This is an optimization exercise on Yosys and OpenROAD, whose aim is small area, not a production implementation. Only simulation tests tie the RTL to the original design; equivalence was not proved. Power and IR drop assume default switching activity.

==> flow/design.v (outline; a module is shown in full before it is edited, if it fits) <==
// module Registrador: 14 lines
// module Instr_Reg: 25 lines
// module Banco_reg: 25 lines
// module RegDesloc: 32 lines
// module Ula32: 51 lines
// module Control_Unit: 1464 lines
// module Div: 89 lines
// module Mult: 62 lines
// module Exception_Control: 14 lines
// module load_size_control: 9 lines
// module store_size_control: 10 lines
// module mux_01_32b: 8 lines
// module mux_ALUSrcB: 13 lines
// module mux_IorD: 14 lines
// module mux_MemToReg: 34 lines
// module mux_PCSrc: 17 lines
// module mux_RegDest: 15 lines
// module mux_ShiftAmt: 11 lines
// module extend_1_32: 6 lines
// module extend_28_32: 7 lines
// module shift_left_16: 7 lines
// module shift_left_2: 6 lines
// module shift_left_26_28: 8 lines
// module extend_16_32: 6 lines
// module cpu: 215 lines
module cpu (
    input wire Clock,
    input wire Reset,
    output wire [31:0] mem_addr,
    output wire        mem_wr,
    output wire [31:0] mem_wdata,
    input  wire [31:0] mem_rdata
);
  // ...
==> flow/run.sh <==
#!/bin/bash
# synth_recipe.tcl (not shown) runs the flow's synth.tcl, then flattens the netlist and writes it again
# the make line also repeats each setting of config.mk as NAME=value (left out here)
make -C /OpenROAD-flow-scripts/flow DESIGN_CONFIG=/design/flow/config.mk WORK_HOME=/design/flow/orfs CLKGATE_MAP_FILE= SYNTH_SCRIPT=/design/flow/synth_recipe.tcl finish
==> flow/config.mk <==
export PLATFORM = sky130hd
export DESIGN_NAME = cpu
export DESIGN_NICKNAME = cpu
export VERILOG_FILES = /design/flow/design.v
export SDC_FILE = /design/flow/constraint.sdc
export NUM_CORES = 4
export LEC_CHECK = 0
export CAP_MARGIN = 20
export CORE_MARGIN = 2
export CORE_UTILIZATION = 45
export CTS_CLUSTER_DIAMETER = 120
export CTS_CLUSTER_SIZE = 20
export MAX_ROUTING_LAYER = met4
export PLACE_DENSITY = 0.65
export SLEW_MARGIN = 20
==> flow/constraint.sdc <==
create_clock -name core_clock -period 25.0 [get_ports {Clock}]
set_input_delay 5.0000 -clock core_clock [delete_from_list [all_inputs] [get_ports {Clock}]]
set_output_delay 5.0000 -clock core_clock [all_outputs]
set_load 0.01 [all_outputs]
==> impl_metrics.toml, run 1 <==
[worst_setup_path]
reg2reg_depth = 51
crit_path_max_incr_delay_ps = 910
r2r_slack_ps = 4190
worst_ep_arrival_time_ps = 19330
worst_ep_required_time_ps = 20000

[placed_design]
port_buffers = 98
place_area_um2 = 74200

[global_route]
grt.busiest_layer = "met2"
grt_util_met1 = 0.550

[drt]
num_vias = 64626
wl_met1_um = 124000
drt_wl_total_um = 353000
postRouteAntennaNets = 0

[floorplan]
die_height_um = 398
start_util = 0.453

[sta]
worst_slew_pin_slew_ps = 1300
clock_skew_ps = 59.2
finalSetupViolCount = 0
drv_slew = 0

[cts]
cts_max_level = 3
cts.reportedPaths.clkPinSlew_ps = 90
cts_root_buf = "clkbuf_16"

[run_status]
status = "complete, no violations"

[power_and_ir_drop]
swShare = 0.414
largestPowerGroup = "combinational logic"
clk-power_mw = 1.46
powerDensity_nw_per_um2 = 95.5
p_leak_nw = 25.7
irDropWorstVdd_v = 0.000101

[cells_and_area]
stdcell_area_um2 = 76700
mostFrequentLayoutCells = "1,124 x edfxtp_1, 946 x nand3_1, 538 x nor2_1"
largest_reg_flops = 1024
multi_input_gates = 4658
fillerInstances = 13920
layout.nets = 6723
seqCellArea_um2 = 38900

[worst_hold_path]
min_from = "P0[6]"
min-delay-path-class = "register to register"
min_to = "P0[6]"

[synthesis]
synth_top_area_share = 0.483
yosysMostFrequentCell = "edfxtp_1"
synthTopCellsByArea = "edfxtp_1 48%, dfxtp_1 7.3%, nand3_1 6.8%, mux2i_1 3.2%, a21oi_1 3.2%"
synth-compound-area-share = 0.148
yosysWarnings = 3
synth_adder_area_share = 0.0132
==> run 2: changes to the inputs <==
==> flow/flow/run.sh (new file) <==
#!/bin/bash
# Layout flow: the standard layout (standard.sh) with two changes to
# how the layout is made:
#  - the port buffers use the smallest buffer cell (buf_1) instead of
#    buffer_ports' default choice;
#  - after global routing, power recovery (RECOVER_POWER=100) downsizes
#    gates on paths that keep positive slack.
# Synthesis is the standard one, run unchanged. Each step's full output is
# in synth.log and layout.log here, and ORFS's per-step logs in orfs/logs.
set -euo pipefail
bash standard.sh synth > synth.log 2>&1
bash standard.sh "BUFFER_PORTS_ARGS=-buffer_cell sky130_fd_sc_hd__buf_1" RECOVER_POWER=100 finish > layout.log 2>&1
==> flow/standard.sh (new file) <==
#!/bin/bash
# synth_recipe.tcl (not shown) runs the flow's synth.tcl, then flattens the netlist and writes it again
# the make line also repeats each setting of config.mk as NAME=value (left out here)
make -C /OpenROAD-flow-scripts/flow DESIGN_CONFIG=/design/flow/config.mk WORK_HOME=/design/flow/orfs CLKGATE_MAP_FILE= SYNTH_SCRIPT=/design/flow/synth_recipe.tcl "${@:-finish}"
removed: flow/run.sh
==> impl_metrics.toml, run 2 <==
[power_and_ir_drop]
powerDensity_nw_per_um2 = 97.5
irDropWorstVdd_v = 0.000149
p_leak_nw = 25.1

[cts]
cts-resized-gates = 0
cts_root_buf = "clkbuf_16"
cts.hold.buffers_added = 0
cts_tree = "built"
cts.reportedPaths.clkPinSlew_ps = 100
clk_latency_ps = 770
clock_path_buffers = 3
numClockSinks = 1379
post_cts_buffers = 0
cts_max_level = 3
numCtsBuffers = 82

[sta]
drv_slew = 2431
holdWs_ps = 463
slew_headroom = -2.23
fin_crit_ps = 23910
rsz0062_at_grt = "false"
clock_skew_ps = 51.6
tns_ps = 0
finalSetupViolCount = 0
worst_slew_pin_slew_ps = 4790
setup_slack_ps = 1100
fmax_mhz = 41.8
period_share = 0.956
hold_viol_final = 0

[worst_hold_path]
min-delay-path-class = "register to register"

[run]
cap_violations = 79

[synthesis]
async_flop_share = 0
synth_top_area_cell = "edfxtp_1"
yosysSeqAreaShare = 0.556
syn_area_um2 = 69900
syn-num-nets = 6796
postSynthAreaPerCell_um2 = 10.4
synth_top_area_share = 0.483
ys.flop_type = "edfxtp_1"
ys_ff_latch = 1379
synth_cells = 6708
yosysMostFrequentCell = "edfxtp_1"
synthTopCellsByArea = "edfxtp_1 48%, dfxtp_1 7.3%, nand3_1 6.8%, mux2i_1 3.2%, a21oi_1 3.2%"
synth_edf_count = 1124
synth_cell_type_count = 104
synth_commonest_cells = "1,124 x edfxtp_1, 949 x nand3_1, 574 x nor2_1"
yosysWarnings = 3

[global_route]
grtUsageTotal = 0.476
grt-ovfl-total = 0
grt_pass1_vias = 59364
antenna_found_initial = 32
grt_pass1_wl_um = 505000
grt_max_degree = 99

[worst_setup_path]
worstSetupStartpointType = "register"
crit_path_max_incr_delay_ps = 890
crit_path_frequent_cell = "fa_1"
crit_fanout = 30
path_class = "register to output port"
crit_slowest_cell = "clkbuf_1"
worst_ep_required_time_ps = 20000
worst_ep_arrival_time_ps = 18900
crit_path_end_kind = "output port"

[cells_and_area]
mostFrequentLayoutCells = "1,124 x edfxtp_1, 947 x nand3_1, 537 x nor2_1"
layout_commonest_cell = "edfxtp_1"
largest_reg_flops = 1024
stdcell_area_um2 = 75600
area_growth_pct = 8.25
top_register = "rf"
drive_gt1_frac = 0.0850
layout.nets = 6734

[drt]
drt_wl_total_um = 375000
postRouteAntennaNets = 0
num_vias = 64827
wl_per_cell_um = 42.8
dr.pass1.iters = 10
first_iter_violations = 11487
route.detailed.drc = 0
viasPerCell = 7.40

[floorplan]
die_height_um = 398
start_util = 0.453
io_pins = 99
coreArea_um2 = 154000
row_count = 144
fp.dieW_um = 398
die_area_um2 = 158000

[placed_design]
hpwl_um = 246000
place_area_um2 = 73700
port_buffers = 98
gp_congestion = 1.09
dp_slack_ps = 2790

[run_status]
so.violations = "capacitance limit, slew limit"
status = "failed layout checks"
## run 2: cell counts after synthesis
No cell type changed its count.
## run 2: logic make-up (layout without fill, tap and decap cells)
kind of cell / count (synthesis) / in the layout / synth area share
adder cells (fa/ha/maj): 54 / 54 / 0.0132
multiplexers: 311 / 311 / 0.0507
flip-flops: 1379 / 1379 / 0.556
XOR/XNOR: 14 / 14 / 0.00186
other: 0 / 29 / 0
AND/OR/NAND/NOR: 2710 / 2710 / 0.191
buffers and inverters: 671 / 648 / 0.0398
AO/OA/AOI/OAI: 1569 / 1569 / 0.148
## run 2: final cells by class
cell class              count  area [um^2]
fillers                 14185        78400
flip-flops and latches   1379        38900
multi-input cells        4658        28800
well taps                2044         2560
repair buffers            430         2520
clock buffers             107         2150
inverters                  95          362
clock inverters            16          277
diodes                     29         72.6
## run 2: metal layers
layer / share of wire / GRT usage
met1: 0.35 / 0.587
met2: 0.42 / 0.667
met3: 0.13 / 0.135
met4: 0.093 / 0.340
met5: 0 / -
## run 2: worst paths after layout
check | slack (ps) | to | cells past startpoint | from
setup / recovery | 1100 | mem_addr[31] | 50 | rd_addr[3]
hold / removal | 460 | P0[4] | 2 | P0[4]
setup reg to reg | 3110 | HI[18] | 53 | rd_addr[3]
hold reg to reg | 460 | P0[4] | 2 | P0[4]
## run 2: per-stage QoR
stage / total power [mW] / instances / utilization
2_1_floorplan: 4.56 / 6708 / -
3_3_place_gp: 5.83 / 8603 / 0.478
3_5_place_dp: 5.82 / 8603 / 0.478
4_1_cts: 7.23 / 8726 / 0.494
5_1_grt: 7.52 / 8754 / 0.491
6_report: 7.37 / 8758 / 0.491
## run 2: critical path, delay by kind of cell, from the launching register on
kind                       cells  cell delay, ps
AOI/OAI and AO/OA              3             530
adders and majority gates     32           12640
muxes                          1             290
DFF                            1             730
and+or+nand+nor                6            2010
buffers and inverters          8            1960
## run 2: report_power, final
group	switching, mW	total [mW]	internal, mW
sequential	0.114	2.96	2.85
combinational	2.16	2.95	0.787
clock	0.837	1.46	0.622
==> run 3: changes to the inputs <==
==> flow/flow/run.sh (replaced) <==
#!/bin/bash
# Layout flow: the standard layout (standard.sh) with one change to how
# the layout is made: the port buffers use the smallest buffer cell (buf_1)
# instead of buffer_ports' default choice. Every port still gets its own
# buffer, and repair_design still resizes them where slew or load needs it.
# Synthesis is the standard one, run unchanged. Each step's full output is
# in synth.log and layout.log here, and ORFS's per-step logs in orfs/logs.
set -euo pipefail
bash standard.sh synth > synth.log 2>&1
bash standard.sh "BUFFER_PORTS_ARGS=-buffer_cell sky130_fd_sc_hd__buf_1" finish > layout.log 2>&1
==> impl_metrics.toml, run 3 <==
[run_status]
status = "complete, no violations"

[synthesis]
syn-num-nets = 6796
async_flop_share = 0
yosysWarnings = 3
synth_cell_type_count = 104
syn_area_um2 = 69900
ys_ff_latch = 1379
postSynthAreaPerCell_um2 = 10.4
synth_top_area_share = 0.483
synth_cells = 6708
ys.flop_type = "edfxtp_1"
synth_commonest_cells = "1,124 x edfxtp_1, 949 x nand3_1, 574 x nor2_1"
synth_edf_count = 1124
synthTopCellsByArea = "edfxtp_1 48%, dfxtp_1 7.3%, nand3_1 6.8%, mux2i_1 3.2%, a21oi_1 3.2%"
synth_top_area_cell = "edfxtp_1"
yosysSeqAreaShare = 0.556
yosysMostFrequentCell = "edfxtp_1"

[sta]
period_share = 0.936
rsz0062_at_grt = "false"
worst_slew_pin_slew_ps = 1220
drv_slew = 0
hold_viol_final = 0
fin_crit_ps = 23400
slew_headroom = 0.177
fmax_mhz = 42.7
finalSetupViolCount = 0
tns_ps = 0
clock_skew_ps = 53.7

[placed_design]
gp_congestion = 1.09
hpwl_um = 246000
dp_cells = 8603
port_buffers = 98

[power_and_ir_drop]
p_leak_nw = 25.6
powerDensity_nw_per_um2 = 97.0
intPower_mw = 4.29
combPwrFrac = 0.407
swShare = 0.421
pwr-share-seq = 0.396
irDropWorstVdd_v = 0.000152
p_switching_mw = 3.11
p_clk_frac = 0.197

[cells_and_area]
area_growth_pct = 9.22
layout_commonest_cell = "edfxtp_1"
mostFrequentLayoutCells = "1,124 x edfxtp_1, 946 x nand3_1, 537 x nor2_1"
layout.nets = 6734
final_cells = 8758
largest_reg_flops = 1024
drive_gt1_frac = 0.107
top_register = "rf"
fillerInstances = 14046

[cts]
cts-resized-gates = 0
cts.hold.buffers_added = 0
cts_tree = "built"
cts_max_level = 3
clock_path_buffers = 3
post_cts_buffers = 0
cts_root_buf = "clkbuf_16"
numClockSinks = 1379
clk_latency_ps = 770
cts.reportedPaths.clkPinSlew_ps = 100
numCtsBuffers = 82

[global_route]
grt_pass1_wl_um = 505000
grt_pass1_vias = 59364
grt_max_degree = 99
grt-ovfl-total = 0
grtUsageTotal = 0.476
antenna_found_initial = 32

[floorplan]
coreArea_um2 = 154000
io_pins = 99
fp.dieW_um = 398
start_util = 0.453
die_height_um = 398
die_area_um2 = 158000
row_count = 144

[run]
cap_violations = 0

[worst_setup_path]
crit_path_end_kind = "output port"
crit_slowest_cell = "dfxtp_1"
worst_ep_required_time_ps = 20000
worstSetupStartpointType = "register"
path_class = "register to output port"
worst_ep_arrival_time_ps = 18400
crit_path_max_incr_delay_ps = 730
crit_path_frequent_cell = "fa_1"
crit_fanout = 30

[drt]
drt_wl_total_um = 375000
first_iter_violations = 11725
viasPerCell = 7.40
num_vias = 64832
wl_per_cell_um = 42.8
dr.pass1.iters = 9
route.detailed.drc = 0
postRouteAntennaNets = 0

[worst_hold_path]
min-delay-path-class = "register to register"
==> run 3: cell counts after synthesis <==
Identical to the previous run, type by type.
==> run 3: per-layer routing <==
metal / GRT usage / wire (um) / vias to the layer above
li1: - / - / 25618
met1: 0.587 / 133000 / 31769
met2: 0.667 / 158000 / 5930
met3: 0.135 / 50100 / 1515
met4: 0.340 / 33800 / 0
met5: - / 0 / -
==> run 3: layout make-up <==
class	count	area [um^2]	area share
diodes	29	72.6	0.000951
clock buffers	107	2150	0.0281
clock inverters	16	277	0.00362
inverters	95	362	0.00474
multi-input cells	4658	29000	0.381
flip-flops and latches	1379	38900	0.510
well taps	2044	2560	0.0335
repair buffers	430	2960	0.0388
==> run 3: cells by family after synthesis <==
family,Yosys count,synth area share
DFF,1379,0.556
AOI/OAI and AO/OA,1569,0.148
and+or+nand+nor,2710,0.191
xor gates and xnor gates,14,0.00186
buffers and inverters,671,0.0398
adders and majority gates,54,0.0132
muxes,311,0.0507
==> run 3: final timing paths <==
check / slack [ps] / cells past startpoint / startpoint / endpoint
max: 1600 / 50 / rd_addr[3] / mem_addr[31]
min: 460 / 2 / P0[30] / P0[30]
max reg2reg: 4280 / 53 / rd_addr[3] / HI[16]
min reg2reg: 460 / 2 / P0[30] / P0[30]
==> run 3: worst max-delay path: cells and delay by family, from the launching register on <==
kind                       cells  cell delay (ps)
AOI/OAI and AO/OA              3              520
buffers and inverters          8             1480
DFF                            1              730
muxes                          1              290
adders and majority gates     32            12650
and+or+nand+nor                6             1970
==> run 3: power by group through the flow <==
stage	combinational, mW	sequential [mW]	clock, mW
global route	3.11	2.93	1.52
finish	3.01	2.93	1.46
floorplan	1.66	2.91	0
CTS	2.85	2.92	1.46
global placement	2.86	2.97	0
detailed placement	2.84	2.98	0
==> run 3: through the flow <==
stage	setup slack (ps)	hold slack, ps	cell area (um^2)	power (mW)	utilization
6_report	1600	460	76300	7.40	0.495
5_1_grt	1140	476	76300	7.56	0.495
4_1_cts	1910	459	76100	7.23	0.494
3_5_place_dp	2790	446	73700	5.82	0.478
3_3_place_gp	2790	439	73700	5.83	0.478
2_1_floorplan	4540	429	69900	4.56	-

static timing again, ports no longer ideal:
How much do the figures lean on ideal ports? The routed layouts below were timed once more, with nothing changed but the port constraints.
Step 1: set_driving_cell puts a clkbuf_16 on Clock and a buf_2 on each other input, an assumption about the parent block.
Step 2 adds t to the input delays and takes it off the output delays; t is the mean of the earliest and latest rising clock arrival at the registers after step 1. Input paths then give back, and output paths get back, about the clock's delay inside the block.
Three values: ideal ports, drivers, drivers and shift; two values: the first two.
run	t, ns	slack for setup (ns)	worst setup path at the end
run 1	0.845	0.672 / 0.578 / 1.423	register to output
run 2	0.833	1.095 / 1.009 / 1.842	register to output
run 3	0.829	1.598 / 1.513 / 2.342	register to output
